Context: an optimization exercise on an open-source flow, tuned for small area, a short achievable clock period and few clock cycles per item. The choices shown serve that exercise and are no tape-out recipe.
In this exercise RTL edits were held to simulation tests only and were not proved equivalent to the original.
The clock input has no modelled driver; a real chip could not lean on it and would need a root buffer or a full tree.
Power and IR drop assume default switching activity.

run A:
==> flow/design.v (excerpt) <==
module divider (clk, quot, rem, fin, dvdend, dvsor, reset);
	output [31:0] quot;
	output [63:0] rem;
	output fin;
	input [63:0] dvdend;
	input [31:0] dvsor;
	input clk, reset;
	reg [31:0] r;     
	reg [31:0] q;     
	reg [4:0] cnt;    
	reg ld;           
	reg fin;
	reg [31:0] d;     
	wire [31:0] a = {r[30:0], q[31]};
	wire [31:0] p = a ^ ~d;
	wire [31:0] g0 = {a[31:1] & ~d[31:1], a[0] | ~d[0]};
	wire [31:0] p0 = p;
	wire g1_1 = g0[1] | (p0[1] & g0[0]);
	wire p1_1 = p0[1] & p0[0];
	wire g1_3 = g0[3] | (p0[3] & g0[2]);
	wire p1_3 = p0[3] & p0[2];
	wire g1_5 = g0[5] | (p0[5] & g0[4]);
	wire p1_5 = p0[5] & p0[4];
	wire g1_7 = g0[7] | (p0[7] & g0[6]);
	wire p1_7 = p0[7] & p0[6];
	wire g1_9 = g0[9] | (p0[9] & g0[8]);
	wire p1_9 = p0[9] & p0[8];
	wire g1_11 = g0[11] | (p0[11] & g0[10]);
	wire p1_11 = p0[11] & p0[10];
	wire g1_13 = g0[13] | (p0[13] & g0[12]);
	wire p1_13 = p0[13] & p0[12];
	wire g1_15 = g0[15] | (p0[15] & g0[14]);
	wire p1_15 = p0[15] & p0[14];
	wire g1_17 = g0[17] | (p0[17] & g0[16]);
	wire p1_17 = p0[17] & p0[16];
  ...
Size in the first run: ~100 flip-flops, ~200 I/O pins.
Settings: LEC_CHECK=0, ABC_AREA=1, CAP_MARGIN=20, CORE_MARGIN=2, CORE_UTILIZATION=55, SETUP_SLACK_MARGIN=4.7, SLEW_MARGIN=20; clock period 7.0 ns.
standard.sh (not shown) runs the stock make flow with config.mk's settings and CLKGATE_MAP_FILE= SYNTH_SCRIPT=/design/flow/synth_recipe.tcl, a recipe that flattens the netlist after the stock synthesis.
==> flow/flow/run.sh <==
#!/bin/bash
# Standard layout, with the port buffers made of the smallest buffer cell.
set -euo pipefail
export BUFFER_PORTS_ARGS="-buffer_cell sky130_fd_sc_hd__buf_1"
export SKIP_REPAIR_TIE_FANOUT=1
export PRE_CTS_TCL="$PWD/flow/pre_cts.tcl"
export MANUAL_CTS_NBUF=4
bash standard.sh > standard.log 2>&1
==> flow/flow/pre_cts.tcl <==
# A one-level clock tree, built in place of TritonCTS's: the clock port
# drives NBUF clkbuf_16 buffers, each placed at the centre of one group of
# flip-flops and driving that group's clock pins. Every register sees the
# same single buffer stage, so no register's clock is deliberately skewed.
set nbuf $::env(MANUAL_CTS_NBUF)
set block [ord::get_db_block]
set db [ord::get_db]
set clk_net [$block findNet clk]

set pts {}
foreach it [$clk_net getITerms] {
  set bb [[$it getInst] getBBox]
  lappend pts [list $it [expr {([$bb xMin] + [$bb xMax]) / 2.0}] [expr {([$bb yMin] + [$bb yMax]) / 2.0}]]
}

# Recursive bisection at the median, across the longer side of each group's
# bounding box, into nbuf groups of equal size (nbuf a power of two).
proc bisect {pts n} {
  if {$n <= 1 || [llength $pts] < 2} { return [list $pts] }
  set xs {}; set ys {}
  foreach p $pts { lappend xs [lindex $p 1]; lappend ys [lindex $p 2] }
  set dx [expr {[tcl::mathfunc::max {*}$xs] - [tcl::mathfunc::min {*}$xs]}]
  set dy [expr {[tcl::mathfunc::max {*}$ys] - [tcl::mathfunc::min {*}$ys]}]
  set axis [expr {$dx >= $dy ? 1 : 2}]
  set sorted [lsort -real -index $axis $pts]
  set h [expr {[llength $sorted] / 2}]
  set half [expr {$n / 2}]
  return [concat [bisect [lrange $sorted 0 [expr {$h - 1}]] $half] [bisect [lrange $sorted $h end] $half]]
}
set groups [bisect $pts $nbuf]
set cents {}
foreach g $groups {
  set sx 0.0; set sy 0.0
  foreach p $g { set sx [expr {$sx + [lindex $p 1]}]; set sy [expr {$sy + [lindex $p 2]}] }
  set n [llength $g]
  lappend cents [list [expr {$sx / $n}] [expr {$sy / $n}]]
}
set nbuf [llength $groups]

set bufcell sky130_fd_sc_hd__clkbuf_16
if {[info exists ::env(MANUAL_CTS_BUF)]} { set bufcell $::env(MANUAL_CTS_BUF) }
set master [$db findMaster $bufcell]
for {set k 0} {$k < $nbuf} {incr k} {
  set g [lindex $groups $k]
  if {[llength $g] == 0} { continue }
  set b [odb::dbInst_create $block $master "clkbuf_man_$k"]
  set n [odb::dbNet_create $block "clknet_man_$k"]
  $n setSigType CLOCK
  [$b findITerm A] connect $clk_net
  [$b findITerm X] connect $n
  foreach p $g {
    set it [lindex $p 0]
    $it disconnect
    $it connect $n
  }
  set c [lindex $cents $k]
  $b setLocation [expr {int([lindex $c 0] - [$master getWidth] / 2)}] [expr {int([lindex $c 1] - [$master getHeight] / 2)}]
  $b setPlacementStatus PLACED
  puts "manual clock tree: clkbuf_man_$k drives [llength $g] clock pins"
}

# The tree is built: TritonCTS has nothing left to do.
proc clock_tree_synthesis {args} {
  set_propagated_clock [all_clocks]
  puts "clock_tree_synthesis skipped: the clock tree was built by flow/pre_cts.tcl"
}
Run A finished end to end and its layout was clean on timing, DRC and antenna.
Testbench counts of run A, summed over its fixed seeds: cycles 108,800, items 3,200.
Modified inputs, run B compared to run A
- swapping 55 for 40 in CORE_UTILIZATION
- swapping 4.7 for 4.5 in SETUP_SLACK_MARGIN
diff --git a/flow/flow/pre_cts.tcl b/flow/flow/pre_cts.tcl
--- a/flow/flow/pre_cts.tcl
+++ b/flow/flow/pre_cts.tcl
@@ -15,25 +15,40 @@
 
-# Recursive bisection at the median, across the longer side of each group's
-# bounding box, into nbuf groups of equal size (nbuf a power of two).
-proc bisect {pts n} {
-  if {$n <= 1 || [llength $pts] < 2} { return [list $pts] }
-  set xs {}; set ys {}
-  foreach p $pts { lappend xs [lindex $p 1]; lappend ys [lindex $p 2] }
-  set dx [expr {[tcl::mathfunc::max {*}$xs] - [tcl::mathfunc::min {*}$xs]}]
-  set dy [expr {[tcl::mathfunc::max {*}$ys] - [tcl::mathfunc::min {*}$ys]}]
-  set axis [expr {$dx >= $dy ? 1 : 2}]
-  set sorted [lsort -real -index $axis $pts]
-  set h [expr {[llength $sorted] / 2}]
-  set half [expr {$n / 2}]
-  return [concat [bisect [lrange $sorted 0 [expr {$h - 1}]] $half] [bisect [lrange $sorted $h end] $half]]
+# k-means on the sinks' positions, started from points spread along the
+# longer side of their bounding box.
+set xs {}
+set ys {}
+foreach p $pts { lappend xs [lindex $p 1]; lappend ys [lindex $p 2] }
+set x0 [tcl::mathfunc::min {*}$xs]; set x1 [tcl::mathfunc::max {*}$xs]
+set y0 [tcl::mathfunc::min {*}$ys]; set y1 [tcl::mathfunc::max {*}$ys]
+set cents {}
+for {set k 0} {$k < $nbuf} {incr k} {
+  set f [expr {($k + 0.5) / $nbuf}]
+  if {$x1 - $x0 >= $y1 - $y0} {
+    lappend cents [list [expr {$x0 + $f * ($x1 - $x0)}] [expr {($y0 + $y1) / 2.0}]]
+  } else {
+    lappend cents [list [expr {($x0 + $x1) / 2.0}] [expr {$y0 + $f * ($y1 - $y0)}]]
+  }
 }
-set groups [bisect $pts $nbuf]
-set cents {}
-foreach g $groups {
-  set sx 0.0; set sy 0.0
-  foreach p $g { set sx [expr {$sx + [lindex $p 1]}]; set sy [expr {$sy + [lindex $p 2]}] }
-  set n [llength $g]
-  lappend cents [list [expr {$sx / $n}] [expr {$sy / $n}]]
+for {set iter 0} {$iter < 30} {incr iter} {
+  set groups {}
+  for {set k 0} {$k < $nbuf} {incr k} { lappend groups {} }
+  foreach p $pts {
+    set best 0
+    set bd 1e30
+    for {set k 0} {$k < $nbuf} {incr k} {
+      set c [lindex $cents $k]
+      set dd [expr {abs([lindex $p 1] - [lindex $c 0]) + abs([lindex $p 2] - [lindex $c 1])}]
+      if {$dd < $bd} { set bd $dd; set best $k }
+    }
+    lset groups $best [concat [lindex $groups $best] [list $p]]
+  }
+  set cents {}
+  foreach g $groups {
+    set sx 0.0; set sy 0.0
+    foreach p $g { set sx [expr {$sx + [lindex $p 1]}]; set sy [expr {$sy + [lindex $p 2]}] }
+    set n [llength $g]
+    if {$n == 0} { set n 1 }
+    lappend cents [list [expr {$sx / $n}] [expr {$sy / $n}]]
+  }
 }
-set nbuf [llength $groups]
 
Results
Compared with run A, run B shows a higher cell count. Critical path's slowest cell: fa_1 -> run A, nand3_2 -> run B. Higher hold slack goes to run A over run B. Diff run A -> run B | period utilization | increase of 1.7 points. Re chip height: run A was lower than run B. Run A → run B: area after detailed placement rose 0.72%; detailed-router iteration count before antenna repair fell 1; share of the core filled with cells fell 19 points. Run A → run B: count of fill cells added during filler insertion went up 54%; fraction of area in multi-input gates went down 1.8 points. Weighted congestion at the end of routability-driven global placement went down by a few percent going from run A to run B.
Inputs modified between run B and run C:
- a change of CORE_UTILIZATION from 40 to 55
- a change of SETUP_SLACK_MARGIN from 4.5 to 4.85
diff --git a/flow/flow/run.sh b/flow/flow/run.sh
--- a/flow/flow/run.sh
+++ b/flow/flow/run.sh
@@ -7,2 +7,3 @@
 export MANUAL_CTS_NBUF=4
+export ADDER_MAP_FILE=
 bash standard.sh > standard.log 2>&1
diff --git a/flow/flow/pre_cts.tcl b/flow/flow/pre_cts.tcl
--- a/flow/flow/pre_cts.tcl
+++ b/flow/flow/pre_cts.tcl
@@ -15,40 +15,25 @@
 
-# k-means on the sinks' positions, started from points spread along the
-# longer side of their bounding box.
-set xs {}
-set ys {}
-foreach p $pts { lappend xs [lindex $p 1]; lappend ys [lindex $p 2] }
-set x0 [tcl::mathfunc::min {*}$xs]; set x1 [tcl::mathfunc::max {*}$xs]
-set y0 [tcl::mathfunc::min {*}$ys]; set y1 [tcl::mathfunc::max {*}$ys]
+# Recursive bisection at the median, across the longer side of each group's
+# bounding box, into nbuf groups of equal size (nbuf a power of two).
+proc bisect {pts n} {
+  if {$n <= 1 || [llength $pts] < 2} { return [list $pts] }
+  set xs {}; set ys {}
+  foreach p $pts { lappend xs [lindex $p 1]; lappend ys [lindex $p 2] }
+  set dx [expr {[tcl::mathfunc::max {*}$xs] - [tcl::mathfunc::min {*}$xs]}]
+  set dy [expr {[tcl::mathfunc::max {*}$ys] - [tcl::mathfunc::min {*}$ys]}]
+  set axis [expr {$dx >= $dy ? 1 : 2}]
+  set sorted [lsort -real -index $axis $pts]
+  set h [expr {[llength $sorted] / 2}]
+  set half [expr {$n / 2}]
+  return [concat [bisect [lrange $sorted 0 [expr {$h - 1}]] $half] [bisect [lrange $sorted $h end] $half]]
+}
+set groups [bisect $pts $nbuf]
 set cents {}
-for {set k 0} {$k < $nbuf} {incr k} {
-  set f [expr {($k + 0.5) / $nbuf}]
-  if {$x1 - $x0 >= $y1 - $y0} {
-    lappend cents [list [expr {$x0 + $f * ($x1 - $x0)}] [expr {($y0 + $y1) / 2.0}]]
-  } else {
-    lappend cents [list [expr {($x0 + $x1) / 2.0}] [expr {$y0 + $f * ($y1 - $y0)}]]
-  }
+foreach g $groups {
+  set sx 0.0; set sy 0.0
+  foreach p $g { set sx [expr {$sx + [lindex $p 1]}]; set sy [expr {$sy + [lindex $p 2]}] }
+  set n [llength $g]
+  lappend cents [list [expr {$sx / $n}] [expr {$sy / $n}]]
 }
-for {set iter 0} {$iter < 30} {incr iter} {
-  set groups {}
-  for {set k 0} {$k < $nbuf} {incr k} { lappend groups {} }
-  foreach p $pts {
-    set best 0
-    set bd 1e30
-    for {set k 0} {$k < $nbuf} {incr k} {
-      set c [lindex $cents $k]
-      set dd [expr {abs([lindex $p 1] - [lindex $c 0]) + abs([lindex $p 2] - [lindex $c 1])}]
-      if {$dd < $bd} { set bd $dd; set best $k }
-    }
-    lset groups $best [concat [lindex $groups $best] [list $p]]
-  }
-  set cents {}
-  foreach g $groups {
-    set sx 0.0; set sy 0.0
-    foreach p $g { set sx [expr {$sx + [lindex $p 1]}]; set sy [expr {$sy + [lindex $p 2]}] }
-    set n [llength $g]
-    if {$n == 0} { set n 1 }
-    lappend cents [list [expr {$sx / $n}] [expr {$sy / $n}]]
-  }
-}
+set nbuf [llength $groups]
 
## What came out
Compared with run B, in run C met3 routing resource usage after global routing went up by 1.7 points; met2 usage in global routing went up by 16 points.
Per the comparison of run C with run B, starting density of the core higher, weighted congestion at the end of routability-driven global placement higher, cell count after placement higher, part of the power in the clock network lower.
Total global-route track usage was higher in run C than in run B.
Every run (run C and run B) finished clean.
Growth of design area from synthesis to finish (higher): run C
> inputs changed (run C -> run D)
- swapping 4.85 for 4.65 in SETUP_SLACK_MARGIN
- swapping 55 for 40 in CORE_UTILIZATION
diff --git a/flow/flow/run.sh b/flow/flow/run.sh
--- a/flow/flow/run.sh
+++ b/flow/flow/run.sh
@@ -7,3 +7,2 @@
 export MANUAL_CTS_NBUF=4
-export ADDER_MAP_FILE=
 bash standard.sh > standard.log 2>&1
Findings:
Run D reached the end of the flow, and the finished layout is clean on the timing, design-rule and antenna checks.
Final wirelength in run D is 3.2% below run C.
Run D against run C: via count went down by about 9%; first-pass iteration count of the detailed router has increased; setup slack after layout went down by 0.090 ns; relative area change from synthesis to final layout decreased 0.34 points.
Relative to run C, the fraction of the mapped netlist area in adder cells of run D is higher by 9.4 points.
Summary: with run C as the reference, mean routed wirelength per cell in run D moved down slightly.
Proportion of cell area occupied by registers: run D higher than run C
--- input diff run D..run E ---
- a change of CORE_UTILIZATION from 40 to 55
diff --git a/flow/flow/run.sh b/flow/flow/run.sh
--- a/flow/flow/run.sh
+++ b/flow/flow/run.sh
@@ -7,2 +7,3 @@
 export MANUAL_CTS_NBUF=4
+export ADDER_MAP_FILE=
 bash standard.sh > standard.log 2>&1
- Run E vs. run D: count of distinct cell types in the synthesized netlist went up, ratio of final minimum period to clock period shows a reduction of 0.72 points, headroom to the max-slew limit fell 9.7 points, power drawn by the sequential cells dropped about 3.5%, instance count after placement with tap cells included increased by 22 relative to the old numbers.
- Comparing run E and run D, the higher final core area utilization is on run E.
- Run E against run D: wire length went down by about 0.3%; post-synthesis net count higher.
- Worst-path cell with the longest stage delay: fa_1 -> run D, dfxtp_1 -> run E
No run of this note takes its clock network from TritonCTS; it comes from the design's own scripts or RTL.

[what the ideal ports hide]
The results above use ideal ports. As a check the final layouts listed here were re-extracted and re-timed, cells and wires unchanged.
Step 1, drivers: a clkbuf_16 drives clk and a buf_2 each remaining input, both assumed.
Step 2, shift: input delay + t, output delay - t, t = (earliest + latest rising clock arrival at the registers) / 2. This alone moves slack from input paths to output paths.
Slacks: ideal ports / drivers / drivers and shift; pairs: ideal ports / drivers.
| run | t (ns) | slack for setup (ns) | hold slack, ns | slew at the worst register clock pin (ns) | cell pins on the clock port's net |
|---|---|---|---|---|---|
| run A | 0.242 | 4.758 / 4.722 / 4.758 | 0.448 / 0.448 / 0.448 | 0.11 / 0.11 | 4 |
| run B | 0.253 | 4.639 / 4.639 / 4.639 | 0.430 / 0.430 / 0.430 | 0.12 / 0.13 | 4 |
| run C | 0.242 | 4.870 / 4.789 / 4.942 | 0.446 / 0.446 / 0.446 | 0.11 / 0.11 | 4 |
| run D | 0.243 | 4.780 / 4.703 / 4.780 | 0.450 / 0.450 / 0.450 | 0.10 / 0.10 | 4 |
| run E | 0.239 | 4.831 / 4.756 / 4.831 | 0.446 / 0.447 / 0.447 | 0.11 / 0.11 | 4 |
After both steps setup and hold are still met in every run listed.
